Background: an optimization exercise with open tools, aiming at small area, a short achievable clock period and few clock cycles per item. Do not read the settings as production practice.
Only simulation tests tie the RTL to the original design; equivalence was not proved.
No activity file was given, so power comes from the tool's default toggle rates.

==> flow/design.v <==
module display (
    input  logic [3:0] data,
    output logic [6:0] segments
);
    always_comb begin
        case (data)
            4'b0000: segments = 7'b1111110;  
            4'b0001: segments = 7'b0110000;  
            4'b0010: segments = 7'b1101101;  
            4'b0011: segments = 7'b1111001;  
            4'b0100: segments = 7'b0110011;  
            4'b0101: segments = 7'b1011011;  
            4'b0110: segments = 7'b1011111;  
            4'b0111: segments = 7'b1110000;  
            4'b1000: segments = 7'b1111111;  
            4'b1001: segments = 7'b1110011;  
            default: segments = 7'b0000000;
        endcase
    end
endmodule
module control (
    input  logic [2:0]  position,
    input  logic [3:0]  digit,
    input  logic        clock,
    input  logic        reset,
    output logic [63:0] segments_out
);
    logic [6:0] seg_in;
    logic [6:0] seg [8];
    display dec (.data(digit), .segments(seg_in));
    always_ff @(posedge clock or posedge reset) begin
        if (reset) begin
            for (int i = 0; i < 8; i++) seg[i] <= 7'b1111110;  
        end else begin
            seg[position] <= seg_in;
        end
    end
    always_comb begin
        for (int i = 0; i < 8; i++) segments_out[8*i +: 8] = {seg[i], 1'b0};
    end
endmodule
module calculadora (
    input  logic [3:0]  cmd,
    input  logic        clock,
    input  logic        reset,
    output logic [1:0]  status,
    output logic [3:0]  data,
    output logic [2:0]  position,
    output logic [31:0] result
);
    localparam logic [3:0] CMD_RES = 4'b1110, CMD_CLR = 4'b1111;
    logic s_idle, s_ina, s_op, s_inb, s_done, s_err;
    logic n_idle, n_ina, n_op, n_inb, n_done, n_err;
    logic [26:0] x;        
    logic [31:0] vs, vc;   
    logic        mul, add, sub;       
    logic        n_mul, n_add, n_sub;
    logic        m_mul;    
    logic        m_as;     
    logic        b_add;    
    logic        b_sub;    
    logic        inv_a;    
    logic [31:0] acc;      
    logic        inv_r;    
    logic        sat_r;    
    logic [3:0]  data_r;
    logic [2:0]  pos_r;
    wire is_dig = (cmd <= 4'd9);
    wire is_op  = (cmd == 4'd10) || (cmd == 4'd11) || (cmd == 4'd12);
    wire is_res = (cmd == CMD_RES);
    wire is_clr = (cmd == CMD_CLR);
    wire full   = (pos_r == 3'd7);    
    wire in_num = s_ina | s_inb;
    always_comb begin
        {n_idle, n_ina, n_op, n_inb, n_done, n_err} = {s_idle, s_ina, s_op, s_inb, s_done, s_err};
        if (s_idle) begin
            if (is_dig) begin n_idle = 1'b0; n_ina = 1'b1; end
        end
        if (s_ina) begin
            if (is_op) begin n_ina = 1'b0; n_op = 1'b1; end
            else if (is_dig & full) begin n_ina = 1'b0; n_err = 1'b1; end
            else if (is_clr) begin n_ina = 1'b0; n_idle = 1'b1; end
        end
        if (s_op) begin
            if (is_dig) begin n_op = 1'b0; n_inb = 1'b1; end
            else if (is_clr) begin n_op = 1'b0; n_idle = 1'b1; end
            else if (is_res) begin n_op = 1'b0; n_err = 1'b1; end
        end
        if (s_inb) begin
            if (is_res) begin n_inb = 1'b0; n_done = 1'b1; end
            else if (is_dig & full) begin n_inb = 1'b0; n_err = 1'b1; end
            else if (is_clr) begin n_inb = 1'b0; n_op = 1'b1; end
        end
        if (s_done) begin
            if (is_clr | is_dig) begin n_done = 1'b0; n_idle = 1'b1; end
        end
        if (s_err) begin
            if (is_clr) begin n_err = 1'b0; n_idle = 1'b1; end
        end
        {n_mul, n_add, n_sub} = {mul, add, sub};
        if ((s_ina | s_op) & is_op) begin
            n_mul = (cmd == 4'd12);
            n_add = (cmd == 4'd10);
            n_sub = (cmd == 4'd11);
        end
    end
    wire [31:0] a32 = {5'd0, x};
    wire [31:0] hs  = vs;
    wire [31:0] hc  = vc;
    wire        v_clr = n_idle | n_op;
    wire [2:0]  lo1 = m_mul ? {2'b00, cmd[1] & cmd[0]}                
                          : (cmd[3] ? {2'b11, cmd[0]} : cmd[2:0]);
    wire [2:0]  lo3 = (b_add | b_sub) ? {cmd[3], ~cmd[3], 1'b0}
                    : m_mul ? 3'd0 : {1'b0, cmd[3], 1'b0};
    wire [31:0] u1 = {hs[28:0], lo1};
    wire [31:0] u2 = {hs[30:0], 1'b0};
    wire [31:0] u3 = {hc[28:0], lo3};
    wire [31:0] u4 = {hc[30:0], 1'b0};
    wire        sel8 = cmd[3] | (cmd[2] & cmd[1] & cmd[0]);
    wire        sel4 = ~cmd[3] & (cmd[2] ^ (cmd[1] & cmd[0]));
    wire [31:0] u5 = m_mul ? (sel8 ? {a32[28:0], 3'b000} : sel4 ? {a32[29:0], 2'b00} : 32'd0)
                   : b_add ? ~{a32[28:0], 3'b000}
                   : b_sub ? {a32[28:0], 3'b111}
                   : 32'd0;
    logic [31:0] u6;
    always_comb begin
        if (m_as) u6 = a32 ^ {32{inv_a}};
        else if (!m_mul) u6 = 32'd0;
        else case (cmd[1:0])
            2'd0: u6 = 32'd0;
            2'd1: u6 = a32;
            2'd2: u6 = {a32[30:0], 1'b0};
            2'd3: u6 = ~a32;
        endcase
    end
    function automatic logic [63:0] csa(input logic [31:0] a, b, c);
        logic [31:0] s, cy;
        s  = a ^ b ^ c;
        cy = (a & b) | (a & c) | (b & c);
        csa = {s, cy[30:0], 1'b0};
    endfunction
    wire [63:0] l1 = csa(u1, u2, u3);
    wire [63:0] l2 = csa(l1[63:32], l1[31:0], u4);
    wire [63:0] l3a = csa(l2[63:32], l2[31:0], u6);
    wire [63:0] l3 = csa(l3a[63:32], l3a[31:0], u5);
    logic [31:0] r;
    logic [31:0] bg [0:9];
    logic [31:0] bp [0:9];
    always_comb begin
        bg[0] = vs & vc;
        bp[0] = vs ^ vc;
        for (int l = 0; l < 5; l++) begin
            bg[l+1] = bg[l];
            bp[l+1] = bp[l];
            for (int i = (2 << l) - 1; i < 32; i += (2 << l)) begin
                bg[l+1][i] = bg[l][i] | (bp[l][i] & bg[l][i - (1 << l)]);
                bp[l+1][i] = bp[l][i] & bp[l][i - (1 << l)];
            end
        end
        for (int l = 3; l >= 0; l--) begin
            bg[9-l] = bg[8-l];
            bp[9-l] = bp[8-l];
            for (int i = 3 * (1 << l) - 1; i < 32; i += (2 << l)) begin
                bg[9-l][i] = bg[8-l][i] | (bp[8-l][i] & bg[8-l][i - (1 << l)]);
                bp[9-l][i] = bp[8-l][i] & bp[8-l][i - (1 << l)];
            end
        end
        r = bp[0] ^ {bg[9][30:0], 1'b0};
    end
    always_ff @(posedge clock) begin
        if (s_ina) x <= r[26:0];
        {mul, add, sub} <= {n_mul, n_add, n_sub};
    end
    always_ff @(posedge clock or posedge reset) begin
        if (reset) begin
            s_idle <= 1'b1; s_ina <= 1'b0; s_op <= 1'b0;
            s_inb  <= 1'b0; s_done <= 1'b0; s_err <= 1'b0;
            vs     <= 32'd0; vc <= 32'd0;
            m_mul  <= 1'b0; m_as <= 1'b0;
            b_add  <= 1'b0; b_sub <= 1'b0; inv_a <= 1'b0;
            acc    <= 32'd0;
            inv_r  <= 1'b0;
            sat_r  <= 1'b0;
            data_r <= 4'd0;
            pos_r  <= 3'd0;
        end else begin
            {s_idle, s_ina, s_op, s_inb, s_done, s_err} <= {n_idle, n_ina, n_op, n_inb, n_done, n_err};
            if (v_clr) begin
                vs <= 32'd0;
                vc <= 32'd0;
            end else if (is_dig & (s_idle | s_ina | s_op | s_inb)) begin
                vs <= l3[63:32];
                vc <= l3[31:0];
            end
            m_mul <= (n_op | n_inb) & n_mul;
            m_as  <= (n_op | n_inb) & ~n_mul;
            b_add <= n_inb & n_add;
            b_sub <= n_inb & n_sub;
            inv_a <= (n_inb & n_add) | (n_op & n_sub);
            if (s_inb & is_res) begin
                acc   <= r;
                inv_r <= sub;
                sat_r <= sub & ~r[27];
            end
            if (is_dig & (s_idle | s_op)) begin
                data_r <= cmd; pos_r <= 3'd0;
            end else if (is_dig & in_num & ~full) begin
                data_r <= cmd; pos_r <= pos_r + 3'd1;
            end else if (is_op & s_ina) begin
                data_r <= CMD_CLR; pos_r <= 3'd0;
            end else if (is_op & s_op) begin
                data_r <= cmd; pos_r <= 3'd0;
            end else if (is_clr & s_ina) begin
                pos_r <= 3'd0;
            end else if (is_clr & (s_op | s_inb | s_done | s_err)) begin
                data_r <= CMD_CLR; pos_r <= 3'd0;
            end
        end
    end
    assign status   = {s_err, 1'b0};
    assign data     = data_r;
    assign position = pos_r;
    assign result   = (acc ^ {32{inv_r}}) | {32{sat_r}};
endmodule
module calculadora_top (
    input logic clock,      
    input logic reset,      
    input logic [3:0] cmd,  
    output logic [1:0] status,
    output logic [3:0] data,
    output logic [3:0] position,
    output logic [63:0] segments,
    output logic [31:0] result
);
    logic [2:0] pos3;
    calculadora dut_calculadora (
        .clock(clock),
        .reset(reset),
        .cmd(cmd),
        .status(status),
        .data(data),
        .position(pos3),
        .result(result)
    );
    control dut_control (
        .clock(clock),
        .reset(reset),
        .position(pos3),
        .digit(data),
        .segments_out(segments)
    );
    assign position = {1'b0, pos3};
endmodule
==> flow/flow/run.sh <==
#!/bin/bash
# The standard layout (standard.sh, unchanged synthesis), with the port
# buffers made of a plain buffer cell instead of the one buffer_ports picks,
# and the resizer free to use any cell of the same function.
set -uo pipefail
export BUFFER_PORTS_ARGS="-buffer_cell sky130_fd_sc_hd__buf_1"
bash standard.sh synth > synth.log 2>&1
bash standard.sh MATCH_CELL_FOOTPRINT=0 finish > standard.log 2>&1
==> flow/standard.sh <==
#!/bin/bash
# synth_recipe.tcl (not shown) runs the flow's synth.tcl, then flattens the netlist and writes it again
# the make line also repeats each setting of config.mk as NAME=value (left out here)
make -C /OpenROAD-flow-scripts/flow DESIGN_CONFIG=/design/flow/config.mk WORK_HOME=/design/flow/orfs CLKGATE_MAP_FILE= SYNTH_SCRIPT=/design/flow/synth_recipe.tcl "${@:-finish}"
==> flow/config.mk <==
export PLATFORM = sky130hd
export DESIGN_NAME = calculadora_top
export DESIGN_NICKNAME = calculadora_top
export VERILOG_FILES = /design/flow/design.v
export SDC_FILE = /design/flow/constraint.sdc
export NUM_CORES = 4
export LEC_CHECK = 0
export CAP_MARGIN = 20
export CORE_MARGIN = 2
export CORE_UTILIZATION = 50
export PLACE_DENSITY = 0.75
export SETUP_SLACK_MARGIN = 2.1
export SLEW_MARGIN = 20
==> flow/constraint.sdc <==
create_clock -name core_clock -period 5.0 [get_ports {clock}]
set_input_delay 1.0000 -clock core_clock [delete_from_list [all_inputs] [get_ports {clock}]]
set_output_delay 1.0000 -clock core_clock [all_outputs]
set_load 0.01 [all_outputs]
==> out/metrics.cfg, run 1 <==
[hold_path]
hold_path_class=flip-flop to flip-flop

[clock_network]
numCtsBuffers=24
clk_pin_slew_worst_paths_ns=0.07
htreeDepth=1
clockRootBuffer=clkbuf_16
cts_tree=yes
cts_num_sinks=201
cts_max_path_buffers=3
clk_latency_ns=0.54

[cells_and_area]
layout-area-overhead-vs-synth_pct=17.7
drive_above_1_share_pct=20.4
fin_nets=1722
fin_area_sq_um=16200
antenna_cells=0
multi_input_area_sq_um=7970
fillCellCount=2207
register_area_sq_um=5280

[grt]
grt_pass1_wl_mm=54.4
grt_max_degree=172
grt_usage_pct=23.7
grt.overflow.total=0
grt_antenna_before_repair=1
grt_pass1_vias=10500

[logic_synthesis]
syn_inst=1417
synth.top_cell.area_share_pct=22.2
synthesis.area_sq_um=13800
ys_warn_count=6
synth-seq-cells=201
synth_edf_count=27
synth.most_common_cell=nand2_1
syn_avg_cell_area_sq_um=9.71
yosysSeqAreaShare_pct=37.9
synth_largest_area_cell=dfrtp_1
yosys-top-cells-count=nand2_1, inv_1, fa_1
synth_area_leaders=dfrtp_1, fa_1, dfstp_2, nand2_1, edfxtp_1
synth_cell_type_count=66
async_reset_ff_share_pct=85.1
synth_ff_type=dfrtp_1

[timing]
slew_headroom_pct=33.7
drv_slew=0
finClkSkew_ns=0.0270
setup_viol=0
hold_viol_final=0
worst_pin_slew_ns=0.991
fin_crit_ns=3.02
finalCritPeriodShare_pct=60.4
setup_tns_ns=0
setup_slack_ns=1.98
rsz0062_at_grt=true
fmax_mhz=331

[critical_path]
critical-path-max-stage-delay_ns=0.54
critPathTopFamily=adder cells
cp_max_fo=7
arrival_ns=3.44
cpMaxStageDelayCell=fa_2
worstPathRequired_ns=5.42
endpoint_kind=flip-flop
setup.worst_path.start_class=primary input
crit_type=primary input to flip-flop
reg2reg_setup_slack_ns=1.98
path_buf_inv=4
crit_chain=buf_8 -> buf_8 -> o21ai_4 -> fa_2 -> inv_2 -> fa_2 -> inv_2 -> fa_1 -> fa_1 -> nor2_1 -> a21oi_1 -> nor2_1

[power]
total_leakage_power_nw=7.27
total_power_mw=10.0
power_density_nw_per_um2=619
max-vdd-ir-drop_uv=297

[floorplan]
die_w_um=170
die_area_sq_um=28900
fp-row-count=60
start_util_pct=51.0
core-area_sq_um=27000
ioPinCount=112
die_h_um=170

[place]
place_area_sq_um=14500
dp_slack_ns=1.19
dp_hpwl_mm=22.3
numPortBuffers=101
place.gp.congestion=0.842

[route]
drcViolationCount=0
ant_nets=0
wl_mm=34.4
dr.pass1.iters=5
vias=10600
viasPerCell=5.56
routedWlPerCell_um=18.1
drt_iter0_drc=859

[job]
max_cap_violations=0

[status]
status=complete, no violations

==> routing by layer <==
metal | track usage [%] | up-vias | part of all wire (%)
met4 | 5.87 | 0 | 2.5
met1 | 32.6 | 5252 | 42
met5 | 0 | - | 0
met2 | 40.1 | 410 | 48
met3 | 3.33 | 62 | 7.4
li1 | - | 4834 | -
==> final timing paths <==
path	startpoint	depth (start not counted)	end
min in group asynchronous	reset	3	dut_calculadora.vc[8]
hold reg to reg	dut_calculadora.sub	2	dut_calculadora.inv_r
setup / recovery	cmd[3]	12	dut_calculadora.vs[3]
setup reg to reg	dut_calculadora.vc[2]	9	dut_calculadora.vs[5]
hold / removal	dut_calculadora.sub	2	dut_calculadora.inv_r
max in group asynchronous	reset	3	dut_calculadora.inv_r
==> placed cells by master (no fill, tap or decap), drive strengths merged, types with 10 or more instances in the layout <==
cell type | synthesis | final
a211oi | 14 | 14
conb | 1 | 10
o21ai | 69 | 69
edfxtp | 27 | 27
a221o | 23 | 23
xnor2 | 45 | 45
ha | 46 | 46
fa | 131 | 131
dfstp | 49 | 49
xor2 | 15 | 15
nor2b | 11 | 11
dfrtp | 122 | 122
nor2 | 96 | 96
a22oi | 27 | 27
nand2 | 251 | 251
a21oi | 124 | 124
nand2b | 41 | 41
buf | 34 | 164
clkbuf | 47 | 38
inv | 161 | 162
==> tightest hold or removal path, delay by kind of cell, from the launching register on <==
kind | cells | cell delay (ns)
flops | 1 | 0.33
simple gates | 2 | 0.11
==> timing repair <==
action	4_1_cts	5_1_grt
buffers inserted	19	27
hold buffers	0	0
pin swaps	17	43
endpoints found under the setup margin	131	60
resized for setup	70	63
gates cloned	2	3
==> area by class of cell <==
class                   instances  area share [%]
multi-input cells             984            49.2
flip-flops and latches        201            32.6
repair buffers                167            6.58
clock buffers                  35            4.47
inverters                     161            3.82
well taps                     341            2.63
clock inverters                 9           0.657
==> power by group <==
group          leakage, nW  internal, mW  switching, mW
Sequential            2.32          2.39          0.645
Clock                0.406          1.07          0.730
Combinational         4.54          2.22           2.97
==> cell families after synthesis <==
logic type                 count (synthesis)  share of synthesized area, %
buffers and inverters                    242                          7.15
and+or+nand+nor                          427                          13.1
muxes                                      4                         0.355
adders and majority gates                177                          23.3
DFF                                      201                          37.9
other                                      1                        0.0273
xor gates and xnor gates                  60                          3.82
AOI/OAI and AO/OA                        305                          14.4
==> through the flow <==
stage	cells	hold slack [ns]	utilization [%]
4_1_cts	1868	0.482	58.6
2_1_floorplan	1426	0.426	-
5_1_grt	1898	0.496	60.1
3_3_place_gp	1803	0.443	53.9
3_5_place_dp	1803	0.465	53.9
6_report	1898	0.475	60.1
==> registers in the layout (all words and copies together) (netlist names), 3 cells and up <==
register,cells
dut_calculadora.acc,32
dut_calculadora.vc,31
dut_control.seg,56
dut_calculadora.x,27
dut_calculadora.vs,32
dut_calculadora.pos_r,3
dut_calculadora.data_r,4
Testbench counts, summed over its fixed seeds: cycles 18,612, ops 1,600.
==> inputs of run 2 (changes only) <==
--- a/flow/config.mk
+++ b/flow/config.mk
@@ -10,4 +10,4 @@
 export CORE_UTILIZATION = 50
 export PLACE_DENSITY = 0.75
-export SETUP_SLACK_MARGIN = 2.1
+export SETUP_SLACK_MARGIN = 2.0
 export SLEW_MARGIN = 20
==> out/metrics.cfg, run 2 <==
[logic_synthesis]
syn_inst=1417
ys_warn_count=6
synth_edf_count=27
synth-seq-cells=201
synth.top_cell.area_share_pct=22.2
synth_ff_type=dfrtp_1
synth.most_common_cell=nand2_1
yosys-top-cells-count=nand2_1, inv_1, fa_1
synth_cell_type_count=66
synth_area_leaders=dfrtp_1, fa_1, dfstp_2, nand2_1, edfxtp_1
synth_largest_area_cell=dfrtp_1
syn_avg_cell_area_sq_um=9.71
yosysSeqAreaShare_pct=37.9
synthesis.area_sq_um=13800
async_reset_ff_share_pct=85.1

[clock_network]
cts_tree=yes
cts_max_path_buffers=3
numCtsBuffers=23
clockRootBuffer=clkbuf_16
cts_num_sinks=201
clk_latency_ns=0.53
htreeDepth=1
clk_pin_slew_worst_paths_ns=0.06

[timing]
worst_pin_slew_ns=0.985
setup_viol=0
rsz0062_at_grt=true
finalCritPeriodShare_pct=61.0
slew_headroom_pct=34.3
fmax_mhz=328
finClkSkew_ns=0.0148
hold_viol_final=0
drv_slew=0
fin_crit_ns=3.05
setup_tns_ns=0

[route]
drt_iter0_drc=891
wl_mm=33.9
dr.pass1.iters=7
ant_nets=0
viasPerCell=5.59
routedWlPerCell_um=18.2
drcViolationCount=0
vias=10400

[critical_path]
worstPathRequired_ns=5.41
arrival_ns=3.46
crit_start=cmd[3]
reg2reg_from=dut_calculadora.b_add
cp_max_fo=7
critPathTopFamily=adder cells
cpMaxStageDelayCell=fa_2
critical-path-max-stage-delay_ns=0.60
crit_type=primary input to flip-flop
endpoint_kind=flip-flop
ff2ff_path_depth=8
path_buf_inv=2
reg2reg_setup_slack_ns=1.97
r2r_end=dut_calculadora.vs[3]
setup.worst_path.start_class=primary input
crit_chain=buf_6 -> buf_6 -> o21ai_4 -> fa_2 -> fa_2 -> fa_1 -> fa_1 -> nor2_1 -> a21oi_1 -> nor2_1

[cells_and_area]
largest_register=dut_control.seg
layout-area-overhead-vs-synth_pct=13.6
antenna_cells=0
fin_nets=1694
multi_input_area_sq_um=7890
fillCellCount=2244
fin_area_sq_um=15600
final_cell_mix=nand2_1, inv_1, fa_1, a21oi_1, dfrtp_1
layout_commonest_cell=nand2_1
register_area_sq_um=5240
top_regs=dut_control.seg x56, dut_calculadora.acc x32, dut_calculadora.vs x32
largest_reg_flops=56
drive_above_1_share_pct=14.3

[grt]
grt_pass1_vias=10600
grt_usage_pct=23.9
grt.overflow.total=0
grt_antenna_before_repair=0
grt_pass1_wl_mm=55.0
grt_max_degree=97

[floorplan]
die_area_sq_um=28900
fp-row-count=60
die_h_um=170
die_w_um=170
core-area_sq_um=27000
start_util_pct=51.0
ioPinCount=112

[job]
max_cap_violations=0

[place]
place.gp.congestion=0.882
numPortBuffers=101
dp_hpwl_mm=23.0
place_area_sq_um=14400

[hold_path]
hold_path_class=primary input to async pin

[power]
power_density_nw_per_um2=617
max-vdd-ir-drop_uv=330
total_leakage_power_nw=7.13

[status]
status=complete, no violations

[run 2: cell count changes in the layout (fill, tap and decap cells not counted), moves of 4 or more]
cell / delta
buf_6: -5
inv_1: +4
buf_12: -4
clkbuf_16: -5
fa_1: +19
dfrtp_1: +33
fa_2: -19
o21ai_0: +4
dfrtp_2: -34
buf_4: -18
[run 2: power by group]
part	internal, mW	switching, mW	total (mW)
clock	0.958	0.721	1.68
sequential	2.37	0.659	3.03
combinational	2.06	2.88	4.95
[run 2: worst max-delay path by stage]
stage                                          to  slack, ns  cells past startpoint
after floorplan             dut_calculadora.vs[3]       1.53                     12
after CTS                   dut_calculadora.vs[3]       1.94                     12
after global routing      dut_calculadora.acc[31]       1.80                     12
after global placement      dut_calculadora.vs[3]       1.03                     10
after detailed placement    dut_calculadora.vs[3]       1.16                     14
final                       dut_calculadora.vs[3]       1.95                     10
[run 2: per-stage QoR]
step	total power, mW	hold slack (ns)	util [%]	cells	setup WS, ns
floorplan	6.48	0.426	-	1426	1.53
global placement	7.54	0.448	53.6	1802	1.03
detailed placement	7.81	0.463	53.6	1802	1.16
CTS	9.60	0.471	57.2	1857	1.94
global route	10.6	0.495	58.0	1869	1.80
finish	9.65	0.468	58.0	1869	1.95
[run 2: cell families after synthesis]
family / after synthesis / synth area share [%]
buffers and inverters: 242 / 7.15
flip-flops: 201 / 37.9
AO/OA/AOI/OAI: 305 / 14.4
AND/OR/NAND/NOR: 427 / 13.1
multiplexers: 4 / 0.355
adder cells (fa/ha/maj): 177 / 23.3
other: 1 / 0.0273
XOR/XNOR: 60 / 3.82
[run 2: area by class of cell]
class,instances,share of cell area (%)
timing repair buffer,138,4.55
multi-input combinational,986,50.5
clock buffer,30,4.04
sequential,201,33.5
clock inverter,12,0.744
inverter,161,3.91
tap,341,2.73
[run 2: what timing repair did]
item	in CTS	in global routing
resized for setup	26	37
pin swaps	11	14
cloned	1	2
hold buffers	0	0
buffers inserted	12	9
endpoints found under the setup margin	115	71
[run 2: routing by layer]
layer	GRT usage, %	part of all wire, %	vias up
met5	0	0	-
met4	6.95	2.8	0
met3	3.49	6.5	61
met2	39.4	48	362
met1	33.0	43	5235
li1	-	-	4782
[run 2: worst reg2reg max path, cell delays in order (launching register included)]
cell and delay (ns):
dfrtp_1 0.63, o21ai_4 0.08, fa_2 0.40, fa_2 0.60
fa_1 0.44, fa_1 0.52, nor2_1 0.05, a21oi_1 0.13
nor2_1 0.06
==> inputs of run 3 (changes only) <==
--- a/flow/config.mk
+++ b/flow/config.mk
@@ -8,6 +8,6 @@
 export CAP_MARGIN = 20
 export CORE_MARGIN = 2
-export CORE_UTILIZATION = 50
-export PLACE_DENSITY = 0.75
+export CORE_UTILIZATION = 45
+export PLACE_DENSITY = 0.7
 export SETUP_SLACK_MARGIN = 2.0
 export SLEW_MARGIN = 20
==> out/metrics.cfg, run 3 <==
[place]
dp_hpwl_mm=22.5
place.gp.congestion=0.844
numPortBuffers=101
dp.cells=1856
place_area_sq_um=14500

[cells_and_area]
layout-area-overhead-vs-synth_pct=14.5
largest_reg_flops=56
fin_nets=1689
drive_above_1_share_pct=14.1
final_cell_mix=nand2_1, inv_1, fa_1, a21oi_1, dfrtp_1
finalNonFillerCells=1920
layout_commonest_cell=nand2_1
top_regs=dut_control.seg x56, dut_calculadora.acc x32, dut_calculadora.vs x32
largest_register=dut_control.seg
fin_area_sq_um=15800

[timing]
whs_ns=0.453
finClkSkew_ns=0.0128
setup_viol=0
worst_pin_slew_ns=1.02
fin_crit_ns=3.05
fmax_mhz=328
drv_slew=0
hold_viol_final=0
slew_headroom_pct=31.7
finalCritPeriodShare_pct=61.0
setup_tns_ns=0
rsz0062_at_grt=true

[route]
dr.pass1.iters=5
wl_mm=33.1
viasPerCell=5.30
drcViolationCount=0
ant_nets=0
vias=10200
drt_iter0_drc=660
routedWlPerCell_um=17.2

[hold_path]
worst_hold_startpoint=dut_calculadora.sub
min_path_cells=2
hold_path_class=flip-flop to flip-flop

[clock_network]
clk_latency_ns=0.52
cts_hold_buf=0
clockRootBuffer=clkbuf_16
cts_max_path_buffers=3
clk_pin_slew_worst_paths_ns=0.07
htreeDepth=1
cts_tree=yes
numCtsBuffers=23
cts_num_sinks=201

[logic_synthesis]
async_reset_ff_share_pct=85.1
synth.top_cell.area_share_pct=22.2
synth_cell_type_count=66
synth_edf_count=27
synth_ff_type=dfrtp_1
syn_avg_cell_area_sq_um=9.71
synthesis.area_sq_um=13800
syn_inst=1417
synth_area_leaders=dfrtp_1, fa_1, dfstp_2, nand2_1, edfxtp_1
synth-seq-cells=201
yosys-top-cells-count=nand2_1, inv_1, fa_1
ys_warn_count=6
synth.most_common_cell=nand2_1
synth_largest_area_cell=dfrtp_1
yosysSeqAreaShare_pct=37.9

[critical_path]
reg2reg_setup_slack_ns=1.97
setup.worst_path.start_class=primary input
arrival_ns=3.47
crit_type=primary input to flip-flop
endpoint_kind=flip-flop
reg2reg_from=dut_calculadora.b_add
cp_max_fo=5
ff2ff_path_depth=12
worstPathRequired_ns=5.42
crit_start=cmd[3]

[floorplan]
die_h_um=179
start_util_pct=45.3
ioPinCount=112
core-area_sq_um=30300
die_w_um=179
fp-row-count=64
die_area_sq_um=32000

[grt]
grt_pass1_vias=10200
grt_pass1_wl_mm=54.1
grt_usage_pct=21.2
grt.overflow.total=0
grt_antenna_before_repair=1
grt_max_degree=172

[power]
max-vdd-ir-drop_uv=279
total_leakage_power_nw=7.13
power_density_nw_per_um2=616

[job]
max_cap_violations=0

[status]
status=complete, no violations

==> run 3: worst paths after layout <==
check / endpoint
setup / recovery: dut_calculadora.vs[3]
hold / removal: dut_calculadora.inv_r
setup reg to reg: dut_calculadora.vs[3]
hold reg to reg: dut_calculadora.inv_r
max in group asynchronous: dut_calculadora.vc[4]
min in group asynchronous: dut_calculadora.acc[30]
==> run 3: cells by family (layout without fill, tap and decap cells) <==
logic type / Yosys count / after routing / share of synthesized area (%)
buf+inv: 242 / 338 / 7.15
other cells: 1 / 11 / 0.0273
xor+xnor: 60 / 60 / 3.82
fa+ha+maj: 177 / 177 / 23.3
flops: 201 / 201 / 37.9
compound gates: 305 / 305 / 14.4
simple gates: 427 / 427 / 13.1
mux: 4 / 5 / 0.355
==> run 3: metrics by stage <==
stage                     worst slack, ns  util [%]  total power [mW]
after floorplan                      1.53         -              6.48
after global routing                 1.84      51.9              10.7
after CTS                            1.92      51.4              9.69
after global placement               1.07      47.8              7.58
final                                1.95      51.9              9.70
after detailed placement            0.993      47.8              7.77
==> run 3: layer usage <==
| layer | global-route usage, % | vias up | wire, um |
|---|---|---|---|
| met1 | 29.4 | 5033 | 14400 |
| met5 | 0 | - | 0 |
| met2 | 34.5 | 334 | 15500 |
| met3 | 4.05 | 45 | 2500 |
| met4 | 5.05 | 0 | 703 |
| li1 | - | 4771 | - |
==> run 3: worst max-delay path, cell delays in order <==
cell     delay [ns]
buf_1          0.09
buf_6          0.14
o21ai_4        0.06
fa_2           0.55
inv_2          0.04
fa_2           0.35
inv_2          0.06
fa_1           0.40
fa_1           0.52
nor2_1         0.05
a21oi_1        0.15
nor2_1         0.05
==> run 3: layout make-up <==
cell class,instances,area [sq um]
Fill cell,2642,14600
Multi-Input combinational cell,984,7890
Sequential cell,201,5240
Timing Repair Buffer,135,738
Clock buffer,36,716
Inverter,161,611
Tap cell,396,495
Clock inverter,6,60.1
Antenna cell,1,2.50
==> run 3: report_power, final <==
part / internal, mW / switching [mW]
clock: 1.03 / 0.701
combinational: 2.09 / 2.85
sequential: 2.37 / 0.647
==> run 3: repair_timing <==
item | 4_1_cts | 5_1_grt
endpoints found under the setup margin | 113 | 38
setup buffers | 14 | 5
pin swaps | 13 | 13
cloned | 1 | 0
gates resized for setup | 37 | 32
==> inputs of run 4 (changes only) <==
--- a/flow/config.mk
+++ b/flow/config.mk
@@ -6,8 +6,8 @@
 export NUM_CORES = 4
 export LEC_CHECK = 0
-export CAP_MARGIN = 20
+export CAP_MARGIN = 5
 export CORE_MARGIN = 2
-export CORE_UTILIZATION = 45
-export PLACE_DENSITY = 0.7
+export CORE_UTILIZATION = 50
+export PLACE_DENSITY = 0.75
 export SETUP_SLACK_MARGIN = 2.0
-export SLEW_MARGIN = 20
+export SLEW_MARGIN = 5
==> out/metrics.cfg, run 4 <==
[status]
status=complete, no violations

[floorplan]
die_w_um=170
start_util_pct=51.0
fp-row-count=60
core-area_sq_um=27000
die_h_um=170
ioPinCount=112
die_area_sq_um=28900

[power]
max-vdd-ir-drop_uv=362
total_power_mw=9.83
power_density_nw_per_um2=624
total_leakage_power_nw=7.18

[place]
numPortBuffers=101
dp.cells=1802
dp_hpwl_mm=23.0
dp_slack_ns=0.916
place_area_sq_um=14400
place.gp.congestion=0.882

[grt]
grt_max_degree=97
grt_pass1_vias=10600
grt_antenna_before_repair=0
grt_usage_pct=23.9
grt.overflow.total=0
grt_pass1_wl_mm=54.9

[cells_and_area]
top_regs=dut_control.seg x56, dut_calculadora.acc x32, dut_calculadora.vs x32
largest_register=dut_control.seg
drive_above_1_share_pct=15.0
largest_reg_flops=56
layout-area-overhead-vs-synth_pct=14.5
finalNonFillerCells=1876
layout_commonest_cell=nand2_1
fin_area_sq_um=15700
final_cell_mix=nand2_1, inv_1, fa_1, a21oi_1
finish.utilization_pct=58.4
fin_nets=1701
antenna_cells=0

[logic_synthesis]
syn_avg_cell_area_sq_um=9.71
synth_ff_type=dfrtp_1
async_reset_ff_share_pct=85.1
synth_cell_type_count=66
ys_warn_count=6
synth_edf_count=27
synth.most_common_cell=nand2_1
synth.top_cell.area_share_pct=22.2
yosys-top-cells-count=nand2_1, inv_1, fa_1
yosysSeqAreaShare_pct=37.9
synthesis.area_sq_um=13800
synth_area_leaders=dfrtp_1, fa_1, dfstp_2, nand2_1, edfxtp_1
synth-seq-cells=201
synth_largest_area_cell=dfrtp_1
syn_inst=1417

[timing]
worst_pin_slew_ns=0.998
fin_crit_ns=3.07
setup_viol=0
hold_viol_final=0
setup_tns_ns=0
fmax_mhz=326
finClkSkew_ns=0.0131
slew_headroom_pct=33.5
setup_slack_ns=1.93
drv_slew=0
whs_ns=0.472
rsz0062_at_grt=true
finalCritPeriodShare_pct=61.4

[critical_path]
crit_top_cell=nor2_1
r2r_end=dut_calculadora.vs[3]
endpoint_kind=flip-flop
cpMaxStageDelayCell=fa_1
crit_chain=clkbuf_2 -> buf_6 -> buf_4 -> nor2_1 -> a21oi_2 -> fa_2 -> inv_2 -> fa_2 -> inv_2 -> fa_1 -> fa_1 -> nor2_1 -> a21oi_1 -> nor2_1
crit_start=cmd[3]
worstPathRequired_ns=5.42
arrival_ns=3.49
ff2ff_path_depth=12
reg2reg_from=dut_calculadora.b_add
crit_type=primary input to flip-flop
critical-path-max-stage-delay_ns=0.52
setup.worst_path.start_class=primary input
reg2reg_setup_slack_ns=2.00
cp_max_fo=7
critPathCapture=dut_calculadora.vs[3]

[clock_network]
clk_latency_ns=0.54
htreeDepth=1
cts_max_path_buffers=3
cts_num_sinks=201
cts_tree=yes
cts_hold_buf=0
clockRootBuffer=clkbuf_16
clk_pin_slew_worst_paths_ns=0.06
numCtsBuffers=23

[route]
wl_mm=34.1
dr.pass1.iters=6
viasPerCell=5.56
drt_iter0_drc=930
routedWlPerCell_um=18.2
ant_nets=0
vias=10400
drcViolationCount=0

[job]
max_cap_violations=0

[hold_path]
hold_path_class=flip-flop to flip-flop

run 4: cell counts after synthesis:
No cell type changed its count.
run 4: area by class of cell:
cell class / count / area, sq um
fillers: 2242 / 11200
multi-input cells: 987 / 7910
flip-flops and latches: 201 / 5240
repair buffers: 144 / 731
clock buffers: 29 / 628
inverters: 161 / 611
well taps: 341 / 427
clock inverters: 13 / 191
run 4: logic make-up (layout without fill, tap and decap cells):
logic type	Yosys count	in the layout	share of synthesized area, %
buffers and inverters	242	347	7.15
adder cells (fa/ha/maj)	177	177	23.3
AO/OA/AOI/OAI	305	307	14.4
multiplexers	4	6	0.355
flip-flops	201	201	37.9
XOR/XNOR	60	60	3.82
AND/OR/NAND/NOR	427	427	13.1
other	1	10	0.0273
run 4: worst min-delay path by stage:
stage | from | to | slack [ns] | cells after the start
2_1_floorplan | dut_calculadora.sub | dut_calculadora.inv_r | 0.43 | 2
3_3_place_gp | dut_calculadora.sub | dut_calculadora.inv_r | 0.45 | 2
3_5_place_dp | dut_calculadora.sub | dut_calculadora.inv_r | 0.46 | 2
4_1_cts | dut_calculadora.sub | dut_calculadora.inv_r | 0.47 | 2
5_1_grt | dut_calculadora.sub | dut_calculadora.inv_r | 0.48 | 2
6_report | dut_calculadora.mul | dut_calculadora.mul | 0.47 | 2
run 4: power by group:
part           switching [mW]  total [mW]  internal [mW]
registers               0.662        3.03           2.37
logic                    2.88        4.95           2.07
clock network           0.733        1.84           1.11
total                    4.28        9.83           5.55
run 4: routing by layer:
layer | routed length [um] | global-route usage (%) | part of all wire [%]
met5 | 0 | 0 | 0
met4 | 1050 | 8.32 | 3.1
met3 | 2220 | 3.70 | 6.5
met2 | 16200 | 39.1 | 47
met1 | 14700 | 32.6 | 43
run 4: critical path, delay by kind of cell:
family / cells / cell delay, ns
adders and majority gates: 4 / 1.57
buffers and inverters: 5 / 0.47
and+or+nand+nor: 3 / 0.25
AOI/OAI and AO/OA: 2 / 0.19
run 4: repair_timing:
action                     CTS  global route
gates cloned                 1             3
resized for setup           27            38
pin swaps                    9            18
setup endpoints to repair  118            66
buffers inserted            15            13

==> re-timing with driven ports <==
The flow's constraints put no driver on any port. The routed layouts listed below were extracted and timed again, unchanged, in two steps.
Step 1: set_driving_cell puts a clkbuf_16 on clock and a buf_2 on each other input, an assumption about the parent block.
Step 2, shift: input delay + t, output delay - t, t = (earliest + latest rising clock arrival at the registers) / 2. This alone moves slack from input paths to output paths.
a / b / c = ideal / step 1 / step 2; a / b = the first two.
run	t, ns	setup WS [ns]	worst data-port slew with drivers (ns)
run 1	0.577	1.978 / 1.973 / 1.396	0.05
run 2	0.575	1.951 / 1.923 / 1.348	0.07
run 3	0.567	1.952 / 1.918 / 1.351	0.08
run 4	0.581	1.929 / 1.923 / 1.343	0.07
After both steps every run listed still meets setup and hold. For run 2, which loses most, drivers alone change the setup slack by -0.028 ns; drivers and shift together by -0.603 ns.
